This is an optimization exercise on Yosys and OpenROAD, whose aim is small area and a short achievable clock period, not a production implementation. In this exercise RTL edits were held to simulation tests only and were not proved equivalent to the original.

==> flow/design.v <==
module PulseSignal #(
    parameter int DELAY = 1,
    parameter bit RZ    = 1   
)
(
    input  logic clk,
    input  logic ena,
    input  logic rst_n,
    output logic dout
);
    localparam int CNTWIDTH = $clog2(DELAY + 2);
    logic [CNTWIDTH-1:0] count;
    always_ff @(posedge clk) begin
        if (!rst_n) begin
            count <= '0;
            dout  <= 1'b0;
        end
        else if (ena) begin
            if (count <= DELAY)
                count <= count + 1'b1;
            if (count == DELAY)
                dout <= 1'b1;          
            else if (RZ && (count > DELAY))
                dout <= 1'b0;          
        end
    end
endmodule
module CIC_Decimation #(
    parameter int WIDTH_IN  = 16,
    parameter int NUM_STAGE = 5,
    parameter int MAX_RATE  = 16,
    parameter int WIDTH_OUT = WIDTH_IN + NUM_STAGE * $clog2(MAX_RATE)
)
(
    input  clk, ena, rst_n,
    input  logic signed [WIDTH_IN-1:0]  din_odd, din_even,
    input  [7:0] rate,
    output logic signed [WIDTH_OUT-1:0] dout,
    output vld, rdy
);
    generate
        if (NUM_STAGE < 1) begin : gen_error_NUM_STAGE
            initial begin
                $error("NUM_STAGE must be > 0");
            end
        end
    endgenerate
    localparam int BITEXTENSION = WIDTH_IN + NUM_STAGE * $clog2(MAX_RATE);
    logic signed  [BITEXTENSION-1:0] acc_stage_integrator   [NUM_STAGE];
    logic signed  [BITEXTENSION-1:0] integrator_stage_i_odd [NUM_STAGE];
    logic signed  [BITEXTENSION-1:0] integrator_stage_i_eve [NUM_STAGE];
    logic signed  [BITEXTENSION-1:0] integrator_stage_o_odd [NUM_STAGE];
    logic signed  [BITEXTENSION-1:0] integrator_stage_o_eve [NUM_STAGE];
    logic signed  [BITEXTENSION-1:0] integrator_o_eve, integrator_o_odd;
    assign integrator_stage_i_odd[0] = {{(BITEXTENSION-WIDTH_IN){din_odd [WIDTH_IN-1]}}, din_odd };
    assign integrator_stage_i_eve[0] = {{(BITEXTENSION-WIDTH_IN){din_even[WIDTH_IN-1]}}, din_even};
    genvar i;
    generate
        for (i=1; i<NUM_STAGE; i++) begin : gen_wiring_integrator_stage_out_in
            assign integrator_stage_i_odd[i] = integrator_stage_o_odd[i-1];
            assign integrator_stage_i_eve[i] = integrator_stage_o_eve[i-1];
        end
    endgenerate
    generate
        for (i=0; i<NUM_STAGE; i++) begin : gen_integrator_stage
            assign integrator_stage_o_eve[i] = acc_stage_integrator[i]  +integrator_stage_i_eve[i];
            assign integrator_stage_o_odd[i] = integrator_stage_o_eve[i]+integrator_stage_i_odd[i];
            always_ff @(posedge clk) begin
                if (!rst_n) begin
                    acc_stage_integrator[i] <= '0;
                end
                else if (ena) begin
                    acc_stage_integrator[i] <= integrator_stage_o_odd[i];
                end
            end
        end
    endgenerate
    assign integrator_o_eve = integrator_stage_o_eve[NUM_STAGE-1];
    assign integrator_o_odd = integrator_stage_o_odd[NUM_STAGE-1];
    logic integrator_o_rdy;
    PulseSignal #(.DELAY(NUM_STAGE), .RZ(0))
        u_pulse_signal (.clk(clk), .ena(ena), .rst_n(rst_n), .dout(integrator_o_rdy));
    logic downsample_i_ena;
    assign downsample_i_ena = ena & integrator_o_rdy;
    logic [8:0] count_down;
    logic down_valid;
    logic signed [BITEXTENSION-1:0] down_o;
    logic [8:0] next_count_down;
    assign next_count_down = count_down + 2;
    always_ff @(posedge clk) begin
        if (!rst_n) begin
            count_down  <= 9'd0;
            down_valid  <= 1'b0;
            down_o      <= '0;
        end
        else if (downsample_i_ena) begin
            if (count_down == 0) begin
                down_o      <= integrator_stage_o_eve[NUM_STAGE-1];
                down_valid  <= 1;
            end
            else if (next_count_down > rate) begin
                down_valid <= 1;
                down_o     <= integrator_stage_o_odd[NUM_STAGE-1];
            end
            else
                down_valid <= 0;
            if (next_count_down >= rate)
                count_down <= next_count_down - rate;
            else
                count_down <= next_count_down;
        end
        else
            down_valid <= 0;
    end
    logic signed  [BITEXTENSION-1:0] acc_stage_comb[NUM_STAGE];
    logic signed  [BITEXTENSION-1:0] comb_stage_i  [NUM_STAGE];
    logic signed  [BITEXTENSION-1:0] comb_stage_o  [NUM_STAGE];
    logic signed  [BITEXTENSION-1:0] comb_o;
    logic                            comb_valid;
    logic                            comb_o_rdy;
    assign comb_stage_i[0] = down_o;
    generate
        for (i=1; i<NUM_STAGE; i++) begin : gen_wiring_comb_stage_out_in
            assign comb_stage_i[i] = comb_stage_o[i-1];
        end
        for (i=0; i<NUM_STAGE; i++) begin : gen_comb_stage
            assign comb_stage_o[i] = comb_stage_i[i] - acc_stage_comb[i];
            always_ff @(posedge clk) begin
                if (~rst_n) begin
                    acc_stage_comb[i] <= '0;
                end
                else if (down_valid) begin
                    acc_stage_comb[i] <= comb_stage_i[i];
                end
            end
        end
    endgenerate
    assign comb_o = comb_stage_o[NUM_STAGE-1];
    PulseSignal #(.DELAY(NUM_STAGE), .RZ(0))
        u_pulse_signal_comb (.clk(clk), .ena(down_valid), .rst_n(rst_n), .dout(comb_o_rdy));
    assign comb_valid = comb_o_rdy & down_valid;
    assign dout = comb_o;
    assign vld  = comb_valid;
    assign rdy  = comb_o_rdy;
endmodule
==> flow/run.sh <==
#!/bin/bash
# synth_recipe.tcl (not shown) runs the flow's synth.tcl, then flattens the netlist and writes it again
# the make line also repeats each setting of config.mk as NAME=value (left out here)
make -C /OpenROAD-flow-scripts/flow DESIGN_CONFIG=/design/flow/config.mk WORK_HOME=/design/flow/orfs CLKGATE_MAP_FILE= SYNTH_SCRIPT=/design/flow/synth_recipe.tcl finish
==> flow/config.mk <==
export PLATFORM = sky130hd
export DESIGN_NAME = CIC_Decimation
export DESIGN_NICKNAME = CIC_Decimation
export VERILOG_FILES = /design/flow/design.v
export SDC_FILE = /design/flow/constraint.sdc
export NUM_CORES = 4
export LEC_CHECK = 0
export CAP_MARGIN = 20
export CORE_MARGIN = 2
export CORE_UTILIZATION = 40
export SLEW_MARGIN = 20
==> flow/constraint.sdc <==
create_clock -name core_clock -period 14.0 [get_ports {clk}]
set_input_delay 2.8000 -clock core_clock [delete_from_list [all_inputs] [get_ports {clk}]]
set_output_delay 2.8000 -clock core_clock [all_outputs]
set_load 0.01 [all_outputs]
==> metrics.csv <==
stage,metric,value,unit
grt,initial antenna violation count,0,
floorplanning,Row Count,116,
timing,Final Hold Viols,0,
placed_design,IO Port Bufs,80,
yosys,Mapped Cells,5002,
clock_network,Clock Latency Late Sink,640,ps
timing,"Worst Setup Slack, final",728,ps
finish,Area Growth Syn to Fin,11.6,%
yosys,post-synthesis instance area,40000,um^2
clock_network,clock buffer depth,3,
worst_setup_path,Critical Path End Type,flop,
timing,relative slew slack,21.0,%
timing,min cycle time layout,13270,ps
yosys,most used flip-flop cell after synthesis,dfxtp_1,
timing,Final Skew,28.8,ps
route,via count,33900,
finish,Seq. cell area,8290,um^2
clock_network,CTS tree,yes,
finish,FILL cells,9894,
route,routed length per instance,14.1,um
route,initial DRC count,1375,
yosys,Yosys Warn Count,10,
worst_setup_path,CP max-delay cell,clkdlybuf4s50_1,
clock_network,H-tree lvl count,2,
finish,fraction of layout instances using a drive strength above 1,5.86,%
timing,Final Max Slew Viols,0,
yosys,sequential cell area fraction in the yosys report,20.7,%
yosys,syn nets,5610,
route,Routed Antenna Nets,0,
yosys,"EDFF count, synth",0,
clock_network,CTS buffer count,53,
finish,multi-input logic area,30200,um^2
finish,antenna diode count,0,
timing,Fin Setup TNS,0,ps
yosys,Async SR Flop Fraction,0,%
timing,final setup violation count,0,
worst_setup_path,arrival time worst endpoint,13790,ps
grt,number of global-route vias before repair,32600,
route,DR pass1 iterations,5,
floorplanning,die footprint,103000,um^2
route,drt total wl,91000,um
worst_setup_path,WP data required,14520,ps
run_status,status,no timing/DRC/antenna violations,
worst_setup_path,cell mode on critical path,a21oi_1,
route,DRC viols,0,
clock_network,clk slew on worst S/H paths,60,ps
worst_setup_path,Crit Path Category,input port to flop,
grt,largest net degree at the start of global routing,161,
placed_design,Post-DP HPWL,69500,um
floorplanning,Initial Util,40.2,%
route,Vias/cell,5.26,
grt,grt ovf,0,
grt,first-pass GRT wire length,155000,um
clock_network,total clock sinks,414,
floorplanning,Die Wd,320,um
flow_run,# Max-Cap Violations,0,
worst_setup_path,critical path's largest stage delay,410,ps
floorplanning,Core Box Area,99600,um^2
floorplanning,height of the die,320,um
floorplanning,Ports,81,
timing,Worst Tran Pin Value,1180,ps
timing,FMAX,75.3,MHz
worst_setup_path,startpoint types,input port,
placed_design,Place WS,-206,ps
worst_setup_path,Crit Path Max Fanout,5,
finish,Nets,5705,
grt,combined global-route utilization of all metal layers,17.5,%
yosys,Unique masters post-synth,105,
yosys,"flops & latches, synth",414,
hold_path,worst hold path type,flop to flop,
clock_network,Root Buffer,clkbuf_16,
placed_design,GP Congestion,0.891,
yosys,Mean Syn Cell Area,8.00,um^2
timing,final period utilization,94.8,%
-- cells in the final DEF, fill, tap and decap left out, types with 53 or more instances in the layout --
| cell | n |
|---|---|
| nor2_1 | 685 |
| ha_1 | 547 |
| dfxtp_1 | 413 |
| a21oi_1 | 390 |
| inv_1 | 355 |
| xnor2_1 | 345 |
| mux2i_1 | 309 |
| nand2_1 | 290 |
| o21ai_0 | 180 |
| a21o_1 | 143 |
| xor2_1 | 142 |
| nor3_1 | 117 |
| nand3_1 | 80 |
| clkdlybuf4s50_1 | 78 |
| buf_4 | 77 |
| a211oi_1 | 65 |
| o21bai_1 | 62 |
| clkbuf_16 | 54 |
| nor2b_1 | 53 |
-- cells by family (layout without fill, tap and decap cells) --
family	Yosys count	after routing	share of synthesized area, %
simple gates	1489	1489	16.8
compound gates	1239	1239	20.6
fa+ha+maj	566	566	18.0
xor+xnor	508	508	11.6
buf+inv	476	614	4.49
flops	414	414	20.7
mux	310	310	7.76
-- flip-flops by register name (all words and copies together), names as in the netlist --
signal,cells
u_pulse_signal_comb.dout,1
down_o,36
u_pulse_signal.count,3
count_down,9
u_pulse_signal_comb.count,3
acc_stage_comb,180
acc_stage_integrator,180
u_pulse_signal.dout,1
down_valid,1
-- cell type report --
cell class / count / area share [%]
clock buffer: 73 / 3.41
tap: 1298 / 3.63
timing repair buffer: 160 / 3.24
inverter: 356 / 3.01
multi-input combinational: 4112 / 67.6
clock inverter: 25 / 0.566
sequential: 414 / 18.6
-- synth_stat cells (11+ instances only) --
master / number / share of area (%)
nand3b_1: 19 / 0.36
a41oi_1: 11 / 0.24
nor2_1: 687 / 6.4
o31ai_1: 19 / 0.36
a21oi_1: 403 / 5.0
nor2b_1: 53 / 0.83
a21o_1: 143 / 2.7
nor3_1: 118 / 1.5
buf_1: 23 / 0.22
a211o_1: 13 / 0.28
o21bai_1: 62 / 1.2
nand2_1: 290 / 2.7
inv_1: 356 / 3.3
a311oi_1: 25 / 0.55
a31o_2: 13 / 0.28
and2_1: 27 / 0.42
a31oi_1: 48 / 0.75
o211ai_1: 38 / 0.71
a21boi_0: 34 / 0.64
ha_1: 549 / 17
nand3_1: 80 / 1.0
o21ai_0: 186 / 2.3
mux2i_1: 309 / 7.7
nand2b_1: 52 / 0.81
clkbuf_1: 95 / 0.89
xor2_1: 143 / 3.1
a211oi_1: 67 / 1.3
nand4_1: 23 / 0.36
and3_1: 36 / 0.56
xnor2_1: 349 / 7.6
dfxtp_1: 414 / 21
fa_1: 16 / 0.80
or3_1: 37 / 0.58
o21a_1: 50 / 0.94
or2_2: 23 / 0.36
-- critical path: cells and delay by family --
| kind | cells | cell delay [ps] |
|---|---|---|
| simple gates | 12 | 2140 |
| xor+xnor | 5 | 980 |
| compound gates | 28 | 5000 |
| buf+inv | 2 | 510 |
| fa+ha+maj | 7 | 2230 |
| mux | 1 | 150 |
-- final timing paths --
kind                                   start                     to  slack [ps]  cells after the start
setup reg to reg  acc_stage_integrator[0][0]             down_o[35]        3020                     54
hold reg to reg        acc_stage_comb[2][26]  acc_stage_comb[2][26]         470                      2
setup / recovery                 din_even[0]             down_o[35]         730                     55
hold / removal         acc_stage_comb[2][26]  acc_stage_comb[2][26]         470                      2
-- layer usage --
layer,global-route usage (%),routed length (um)
met3,1.89,2770
met5,0,0
met2,29.7,40400
met4,3.26,1310
met1,24.1,46600
-- per-stage QoR --
step	cell area (um^2)	utilization [%]	hold slack, ps	cells
2_1_floorplan	40000	-	445	5002
3_3_place_gp	42600	42.8	459	6329
3_5_place_dp	42600	42.8	459	6329
4_1_cts	44400	44.5	473	6427
5_1_grt	44700	44.9	485	6438
6_report	44700	44.9	471	6438
-- repair_timing --
action                     CTS  global route
setup endpoints to repair    2            20
hold buffers                 0             0
resized for setup            2            56
setup buffers                0            11
pin swaps                    0            14

## re-timing with driven ports
The flow's constraints put no driver on any port. The routed layout listed below was extracted and timed again, unchanged, in two steps.
Step 1 assumes that a clkbuf_16 drives the clock port and a buf_2 every other input.
Step 2 moves the port delays by t, midway between the first and last clock arrival at a register: inputs arrive t later, outputs are due t later. That takes back most of the time a late clock gives input paths.
Three values: no drivers, after step 1, after step 2; two values: the first two.
t (ns): 0.689
setup WS [ns]: 0.728 / 0.767 / 0.078
slew at the worst register clock pin (ns): 0.07 / 0.07
After both steps this run still meets setup and hold. For this run, drivers alone change the setup slack by +0.039 ns; drivers and shift together by -0.650 ns.
